This is an optimization exercise on Yosys and OpenROAD, whose aim is small area, a short achievable clock period and few clock cycles, not a production implementation.
Only simulation tests tie the RTL to the original design; equivalence was not proved.
Power is estimated from default activity; no workload was simulated.

== fjord ==
Design alu, start of the top module:
module alu(
    input logic clk,
    input logic rst,
    input logic in_alu,
    input logic[31:0] operand1,
    input logic[31:0] operand2,
    input logic [5:0]operation,
    input logic[5:0]op,
    input logic [4:0]shamt,
    output logic[31:0] result,
    output logic out_alu
);
Size: ~2400 cells after synthesis, ~120 I/O pins, roughly 14000 sq um of cells after synthesis.
Settings: LEC_CHECK=0, ABC_AREA=1, ABC_CLOCK_PERIOD_IN_PS=6000, CAP_MARGIN=20, CORE_MARGIN=2, CORE_UTILIZATION=40, PLACE_DENSITY=0.6, SETUP_SLACK_MARGIN=5, SLEW_MARGIN=20; clock period 11.0 ns.
run.sh (not shown) runs the stock make flow with config.mk's settings and CLKGATE_MAP_FILE= SYNTH_SCRIPT=/design/flow/synth_recipe.tcl, a recipe that flattens the netlist after the stock synthesis.
fjord completed every stage of the flow, and the final layout passed the timing, design-rule and antenna checks.
Testbench counts of fjord, summed over its fixed seeds: cycles 4,604.
Setup changes, fjord to garnet
# fjord
export LEC_CHECK = 0
export ABC_AREA = 1
export ABC_CLOCK_PERIOD_IN_PS = 6000
export CAP_MARGIN = 20
export CORE_MARGIN = 2
export CORE_UTILIZATION = 40
export PLACE_DENSITY = 0.6
export SETUP_SLACK_MARGIN = 5
export SLEW_MARGIN = 20
create_clock -name core_clock -period 11.0 [get_ports {clk}]
# garnet
export LEC_CHECK = 0
export ABC_AREA = 1
export CAP_MARGIN = 20
export CORE_MARGIN = 2
export CORE_UTILIZATION = 40
export PLACE_DENSITY = 0.5
export SLEW_MARGIN = 20
create_clock -name core_clock -period 11.0 [get_ports {clk}]
==> flow/flow/run.sh (new file) <==
#!/bin/bash
export BUFFER_PORTS_ARGS="-buffer_cell sky130_fd_sc_hd__buf_1"
export SETUP_SLACK_MARGIN=5.5
bash standard.sh > standard.log 2>&1
==> flow/standard.sh (new file) <==
#!/bin/bash
# synth_recipe.tcl (not shown) runs the flow's synth.tcl, then flattens the netlist and writes it again
# the make line also repeats each setting of config.mk as NAME=value (left out here)
make -C /OpenROAD-flow-scripts/flow DESIGN_CONFIG=/design/flow/config.mk WORK_HOME=/design/flow/orfs CLKGATE_MAP_FILE= SYNTH_SCRIPT=/design/flow/synth_recipe.tcl "${@:-finish}"
removed: flow/run.sh
==> comparison <==
garnet ended with more setup slack than fjord. STATUS internal power component: garnet wins against fjord. Taking fjord over garnet, the final routed wirelength across all metal layers ratio works out to 0.949. Going from fjord to garnet, clock network fraction of total power saw little to no change; met2 usage in global routing saw an increase; critical path depth saw an increase; post-route cell area saw an increase; buffering stage count on the worst path with inverters included saw a decrease. Min minimum clock period across garnet and fjord: garnet.
Edits applied to the flow inputs when going from garnet to nickel:
# garnet
export LEC_CHECK = 0
export ABC_AREA = 1
export CAP_MARGIN = 20
export CORE_MARGIN = 2
export CORE_UTILIZATION = 40
export PLACE_DENSITY = 0.5
export SLEW_MARGIN = 20
create_clock -name core_clock -period 11.0 [get_ports {clk}]
# nickel
export LEC_CHECK = 0
export ABC_AREA = 1
export CAP_MARGIN = 20
export CORE_MARGIN = 2
export CORE_UTILIZATION = 45
export GPL_ROUTABILITY_DRIVEN = 0
export PLACE_DENSITY = 0.6
export SLEW_MARGIN = 20
create_clock -name core_clock -period 11.0 [get_ports {clk}]
--- outcome ---
Diff garnet -> nickel: total via count in the routed design rose by 336, final routed wire length divided by cell count fell by 7.4%, highest clock frequency the design can meet rose by about 2%, worst hold slack rose by 0.0069 ns, clock period minus final worst setup slack fell by 0.11 ns.
Compared with garnet, nickel shows slack of the critical path higher by 0.11 ns.
Compared to garnet, nickel has detailed-placement wirelength estimate 6100 microns lower.
Re core utilization: garnet was lower than nickel.
No stage failed in nickel, and the final checks on the layout all came back clean.
Edits applied to the flow inputs when going from nickel to umber:
# nickel
export LEC_CHECK = 0
export ABC_AREA = 1
export CAP_MARGIN = 20
export CORE_MARGIN = 2
export CORE_UTILIZATION = 45
export GPL_ROUTABILITY_DRIVEN = 0
export PLACE_DENSITY = 0.6
export SLEW_MARGIN = 20
create_clock -name core_clock -period 11.0 [get_ports {clk}]
# umber
export LEC_CHECK = 0
export ABC_AREA = 1
export CAP_MARGIN = 20
export CORE_MARGIN = 2
export CORE_UTILIZATION = 40
export PLACE_DENSITY = 0.6
export SETUP_SLACK_MARGIN = 5
export SLEW_MARGIN = 20
create_clock -name core_clock -period 11.0 [get_ports {clk}]
==> flow/run.sh (new file) <==
#!/bin/bash
# synth_recipe.tcl (not shown) runs the flow's synth.tcl, then flattens the netlist and writes it again
# the make line also repeats each setting of config.mk as NAME=value (left out here)
make -C /OpenROAD-flow-scripts/flow DESIGN_CONFIG=/design/flow/config.mk WORK_HOME=/design/flow/orfs CLKGATE_MAP_FILE= SYNTH_SCRIPT=/design/flow/synth_recipe.tcl finish
removed: flow/flow/run.sh
removed: flow/standard.sh
[summary]
Compared with nickel, umber shows a higher die area.
Portion of total power attributed to combinational logic essentially unchanged between nickel and umber.
Per the comparison of umber with nickel, part of the cycle the worst path needs rose by 3.7 points, routed wire length shows an increase of about 4.7%, hold slack barely changed.
In umber the cell depth of the worst flop-to-flop path turned out 4 lower than in nickel.
What maple does differently from umber at the input level:
# umber
export LEC_CHECK = 0
export ABC_AREA = 1
export CAP_MARGIN = 20
export CORE_MARGIN = 2
export CORE_UTILIZATION = 40
export PLACE_DENSITY = 0.6
export SETUP_SLACK_MARGIN = 5
export SLEW_MARGIN = 20
create_clock -name core_clock -period 11.0 [get_ports {clk}]
# maple
export LEC_CHECK = 0
export ABC_AREA = 1
export CAP_MARGIN = 20
export CORE_MARGIN = 2
export CORE_UTILIZATION = 40
export PLACE_DENSITY = 0.7
export SLEW_MARGIN = 20
create_clock -name core_clock -period 11.0 [get_ports {clk}]
==> flow/flow/run.sh (new file) <==
#!/bin/bash
export BUFFER_PORTS_ARGS="-buffer_cell sky130_fd_sc_hd__buf_1"
export SETUP_SLACK_MARGIN=5.5
bash standard.sh > standard.log 2>&1
==> flow/standard.sh (new file) <==
#!/bin/bash
# synth_recipe.tcl (not shown) runs the flow's synth.tcl, then flattens the netlist and writes it again
# the make line also repeats each setting of config.mk as NAME=value (left out here)
make -C /OpenROAD-flow-scripts/flow DESIGN_CONFIG=/design/flow/config.mk WORK_HOME=/design/flow/orfs CLKGATE_MAP_FILE= SYNTH_SCRIPT=/design/flow/synth_recipe.tcl "${@:-finish}"
removed: flow/run.sh
### Flow results
- maple completed; timing, DRC and antenna clean
- umber -> maple: synthesized area delta 0, exact match
- Diff umber -> maple | final routed wirelength across all metal layers | decrease of about 0.8%
- Summary — global placer's final weighted congestion, maple relative to umber: higher, by about 3%.
- Where register-to-register path setup slack is concerned, umber is outperformed by maple.
- Against umber, maple reports a top fanout value on the critical path that is lower.
- Going from umber to maple, utilization went up, multi-input combinational gate total did not really move, final cell count without fillers went up.
- maple ended up with a higher relative area change from synthesis to final layout than umber did.
- maple reports a higher worst-case hold slack than umber does.
Modified inputs, zinc compared to maple
# maple
export LEC_CHECK = 0
export ABC_AREA = 1
export CAP_MARGIN = 20
export CORE_MARGIN = 2
export CORE_UTILIZATION = 40
export PLACE_DENSITY = 0.7
export SLEW_MARGIN = 20
create_clock -name core_clock -period 11.0 [get_ports {clk}]
# zinc
export LEC_CHECK = 0
export ABC_AREA = 1
export CAP_MARGIN = 10
export CORE_MARGIN = 2
export CORE_UTILIZATION = 40
export PLACE_DENSITY = 0.6
export SETUP_SLACK_MARGIN = 5
export SLEW_MARGIN = 10
create_clock -name core_clock -period 11.0 [get_ports {clk}]
==> flow/run.sh (new file) <==
#!/bin/bash
# synth_recipe.tcl (not shown) runs the flow's synth.tcl, then flattens the netlist and writes it again
# the make line also repeats each setting of config.mk as NAME=value (left out here)
make -C /OpenROAD-flow-scripts/flow DESIGN_CONFIG=/design/flow/config.mk WORK_HOME=/design/flow/orfs CLKGATE_MAP_FILE= SYNTH_SCRIPT=/design/flow/synth_recipe.tcl finish
removed: flow/flow/run.sh
removed: flow/standard.sh
Notes after the runs:
zinc vs maple: final core utilization down
Compared zinc vs maple, and clock buffer count in the final layout is up in zinc.
Min count of antenna diodes in the layout across zinc and maple: zinc
Of the two values seen for source of the critical timing path, operation[1] was produced by maple and shamt[1] by zinc.
On met2 global-route usage, the lower figure sits with maple, not zinc.
Against maple, zinc comes in about 15% lower on number of signal-net buffers in the layout.

==> re-timing with driven ports <==
The flow's constraints put no driver on any port. The routed layouts listed below were extracted and timed again, unchanged, in two steps. Step 1 assumes that a clkbuf_16 drives the clock port and a buf_2 every other input. Step 2 also shifts input and output timing later by t, the mid clock arrival at the registers, as if the neighbouring blocks saw the same clock. Three values: no drivers, after step 1, after step 2; two values: the first two.
| run | t, ns | setup slack, ns | hold WS [ns] | clock arrival spread, ns | worst register clock-pin slew, ns |
|---|---|---|---|---|---|
| fjord | 0.415 | 5.099 / 5.127 / 4.712 | 0.498 / 0.498 / 0.498 | 0.011 / 0.011 | 0.07 / 0.07 |
| garnet | 0.419 | 5.394 / 5.421 / 5.002 | 0.492 / 0.492 / 0.492 | 0.018 / 0.018 | 0.08 / 0.08 |
| nickel | 0.414 | 5.507 / 5.506 / 5.092 | 0.499 / 0.499 / 0.499 | 0.009 / 0.008 | 0.07 / 0.07 |
| umber | 0.415 | 5.099 / 5.127 / 4.712 | 0.498 / 0.498 / 0.498 | 0.011 / 0.011 | 0.07 / 0.07 |
| maple | 0.410 | 5.437 / 5.433 / 5.023 | 0.533 / 0.533 / 0.533 | 0.017 / 0.017 | 0.08 / 0.08 |
| zinc | 0.415 | 5.099 / 5.127 / 4.712 | 0.498 / 0.498 / 0.498 | 0.011 / 0.011 | 0.07 / 0.07 |
After both steps setup and hold are still met in every run listed. The setup slack of nickel, which loses most, moves by -0.001 ns with the drivers and by -0.415 ns with both steps.
